Context: an optimization exercise on an open-source flow, tuned for small area and a short achievable clock period. The choices shown serve that exercise and are no tape-out recipe.
Function was checked by simulation only, so behaviour that the tests miss may differ from the original.
The clock port is modelled as an ideal driver; clocking choices that lean on that would not hold on a real chip.

Setup of alpha:
Design encrypter_top, start of the top module:
module encrypter_top(
    input             clk,
    input      [0:79] data_in,
    input      [0:63] master_key,
    input      [0:63] baby_key,
    output reg [0:79] data_out,
    output reg [0:7]  crc
    );
Size: ~3500 cells after synthesis, about 300 I/O pins.
clock: 22.0 ns
lec_check: 0
cap_margin: 20
core_margin: 2
core_utilization: 40
slew_margin: 20
standard.sh (not shown) runs the stock make flow with config.mk's settings and CLKGATE_MAP_FILE= SYNTH_SCRIPT=/design/flow/synth_recipe.tcl, a recipe that flattens the netlist after the stock synthesis.
==> flow/flow/run.sh <==
#!/bin/bash
# Layout flow: the standard ORFS flow, except that synthesis maps the
# logic with flow/abc.script (delay-targeted mapping with area recovery)
# instead of ORFS's ABC speed script, and leaves adders to ABC instead of
# extracting full/half adder cells. Registers, flattening and renaming are
# those of the standard synthesis.
set -uo pipefail
export MY_ABC_SCRIPT="$PWD/flow/abc.script"
bash standard.sh SYNTH_SCRIPT="$PWD/flow/my_synth.tcl" ADDER_MAP_FILE= finish > flow_make.log 2>&1
status=$?
cp -f orfs/logs/*/*/*/*.log . 2>/dev/null || true
exit $status
==> flow/flow/abc.script <==
strash
dch
map -D 4500
topo
stime -c
buffer -c
upsize -c -D 4500
dnsize -c -D 4500
==> flow/flow/my_synth.tcl <==
# synth_recipe.tcl with ABC's technology mapping script replaced.
proc synth {args} { yosys synth -nofsm -noshare {*}$args }
proc abc {args} {
  set out {}
  set i 0
  while {$i < [llength $args]} {
    set a [lindex $args $i]
    if {$a eq "-script"} {
      lappend out -script $::env(MY_ABC_SCRIPT)
      incr i 2
      continue
    }
    if {$a eq "-D"} {
      incr i 2
      continue
    }
    lappend out $a
    incr i
  }
  puts "abc (flow/abc.script): $out"
  yosys abc {*}$out
}
source $::env(SCRIPTS_DIR)/synth.tcl
# left out here: clear keep_hierarchy, flatten, clean up, hide names made inside functions, write 1_2_yosys.v
The inputs of beta differ from those of alpha as listed below.
diff --git a/flow/flow/run.sh b/flow/flow/run.sh
--- a/flow/flow/run.sh
+++ b/flow/flow/run.sh
@@ -9 +9 @@
-bash standard.sh SYNTH_SCRIPT="$PWD/flow/my_synth.tcl" ADDER_MAP_FILE= finish > flow_make.log 2>&1
+bash standard.sh SYNTH_SCRIPT="$PWD/flow/my_synth.tcl" ADDER_MAP_FILE= SETUP_SLACK_MARGIN=16 finish > flow_make.log 2>&1
### Flow results
- Going from alpha to beta, relative slew slack now smaller.
- The final reports for beta and alpha show number of post-CTS setup repair buffers higher in the former.
- alpha and beta ended up with nearly the same die area.
- Per the comparison of beta with alpha, worst hold slack climbed 0.018 ns, number of iterations in the first detailed-routing pass dropped 1.

## the previous run
Another version of the RTL of encrypter_top (not shown whole).
Size in the first run: ~300 flip-flops, roughly 300 I/O pins.
clock: 22.0 ns
lec_check: 0
cap_margin: 30
core_margin: 2
core_utilization: 55
hold_slack_margin: 0.1
slew_margin: 30
==> flow/flow/run.sh <==
#!/bin/bash
set -uo pipefail
export MY_ABC_SCRIPT="$PWD/flow/abc.script"
export SKEW_CELLS="sky130_fd_sc_hd__clkdlybuf4s25_1 sky130_fd_sc_hd__clkdlybuf4s25_1 sky130_fd_sc_hd__clkbuf_1"
bash standard.sh SYNTH_SCRIPT="$PWD/flow/my_synth.tcl" ADDER_MAP_FILE= \
    SETUP_SLACK_MARGIN=15.6 \
    SKIP_CTS_REPAIR_TIMING=1 \
    PRE_CTS_TCL="$PWD/flow/pre_cts.tcl" POST_CTS_TCL="$PWD/flow/post_cts.tcl" \
    "BUFFER_PORTS_ARGS=-buffer_cell sky130_fd_sc_hd__buf_1" \
    "CTS_ARGS=-sink_clustering_enable -repair_clock_nets -dont_use_dummy_load -buf_list {sky130_fd_sc_hd__clkbuf_8 sky130_fd_sc_hd__clkbuf_16}" \
    finish > flow_make.log 2>&1
status=$?
cp -f orfs/logs/*/*/*/*.log . 2>/dev/null || true
exit $status
==> flow/flow/post_cts.tcl <==
# After CTS: delay the output registers' clock (see pre_cts.tcl) by a chain
# of delay cells in front of skew_out_buf, then repair timing with the skew
# in place.
set skew_block [ord::get_db_block]
set skew_db [ord::get_db]
# SKEW_CELLS: the delay cells, first to last
set skew_list $::env(SKEW_CELLS)
set skew_inst [$skew_block findInst skew_out_buf]
set skew_a [$skew_inst findITerm A]
set skew_prev [$skew_a getNet]
$skew_a disconnect
set skew_loc [$skew_inst getLocation]
for {set k 0} {$k < [llength $skew_list]} {incr k} {
  set d [odb::dbInst_create $skew_block [$skew_db findMaster [lindex $skew_list $k]] skew_dly_$k]
  set dn [odb::dbNet_create $skew_block clk_skew_dly_$k]
  $dn setSigType CLOCK
  [$d findITerm A] connect $skew_prev
  [$d findITerm X] connect $dn
  $d setLocation [lindex $skew_loc 0] [lindex $skew_loc 1]
  $d setPlacementStatus PLACED
  set skew_prev $dn
}
$skew_a connect $skew_prev
puts "post_cts: delay cells $skew_list in front of skew_out_buf"
# The output registers and port buffers drive the output ports' paths,
# which the delayed clock makes the tightest at the ports: one size up.
set up_n 0
foreach inst [$skew_block getInsts] {
  set n [$inst getName]
  set m [[$inst getMaster] getName]
  if {[regexp {^(data_out|crc)\\?\[} $n] && $m eq "sky130_fd_sc_hd__dfxtp_1"} {
    $inst swapMaster [$skew_db findMaster sky130_fd_sc_hd__dfxtp_2]
    incr up_n
  } elseif {[regexp {^output[0-9]+$} $n] && $m eq "sky130_fd_sc_hd__buf_1"} {
    $inst swapMaster [$skew_db findMaster sky130_fd_sc_hd__buf_2]
    incr up_n
  }
}
puts "post_cts: sized up $up_n output registers and port buffers"
detailed_placement
estimate_parasitics -placement
# cts.tcl's own repair is skipped (SKIP_CTS_REPAIR_TIMING=1) so that it
# sees this skew; the same steps follow here.
repair_timing_helper
detailed_placement
check_placement -verbose
Scripts as last shown in full above: flow/flow/abc.script, flow/flow/my_synth.tcl
Other scripts of this flow, unchanged in this note and not shown: flow/flow/pre_cts.tcl
The previous run completed end to end with timing, DRC and antenna clean.
Input-level comparison between the current run and the previous run:
-- flow/flow/post_cts.tcl --
<<< the previous run, line 24
puts "post_cts: delay cells $skew_list in front of skew_out_buf"
# The output registers and port buffers drive the output ports' paths,
# which the delayed clock makes the tightest at the ports: one size up.
set up_n 0
foreach inst [$skew_block getInsts] {
  set n [$inst getName]
  set m [[$inst getMaster] getName]
  if {[regexp {^(data_out|crc)\\?\[} $n] && $m eq "sky130_fd_sc_hd__dfxtp_1"} {
    $inst swapMaster [$skew_db findMaster sky130_fd_sc_hd__dfxtp_2]
    incr up_n
  } elseif {[regexp {^output[0-9]+$} $n] && $m eq "sky130_fd_sc_hd__buf_1"} {
    $inst swapMaster [$skew_db findMaster sky130_fd_sc_hd__buf_2]
    incr up_n
  }
}
puts "post_cts: sized up $up_n output registers and port buffers"
detailed_placement
>>> the current run, line 24
puts "post_cts: delay cells $skew_list in front of skew_out_buf"
detailed_placement
Notes after the runs:
- [compare] base=the previous run new=the current run: core utilization down 0.53 points; worst max-slew margin expressed relative to the limit rose 0.70 points; achievable clock frequency moved down; sequential share of cell area did not really move.
- The met1 routing resource usage after global routing was comparable across the current run and the previous run.

[port drivers added, routing unchanged]
No port has a modelled driver above. Below, the same layouts with a new extraction and two added sets of constraints. Step 1, drivers: a clkbuf_16 drives clk and a buf_2 each remaining input, both assumed. Step 2, shift: input delay + t, output delay - t, t = (earliest + latest rising clock arrival at the registers) / 2. This alone moves slack from input paths to output paths. a / b / c = ideal / step 1 / step 2; a / b = the first two.
run | shift t [ns] | setup slack, ns | clock arrival spread, ns | worst register clock-pin slew, ns
alpha | 0.627 | 12.876 / 12.876 / 12.876 | 0.028 / 0.027 | 0.07 / 0.07
beta | 0.639 | 14.893 / 14.893 / 14.893 | 0.033 / 0.033 | 0.07 / 0.07
the previous run | 1.087 | 15.607 / 15.533 / 15.663 | 0.800 / 0.800 | 0.07 / 0.07
the current run | 1.090 | 15.584 / 15.511 / 15.756 | 0.811 / 0.811 | 0.07 / 0.07
Clock arrivals are far apart in the previous run and the current run, so t is only a midpoint there and step 2 fits no single register.
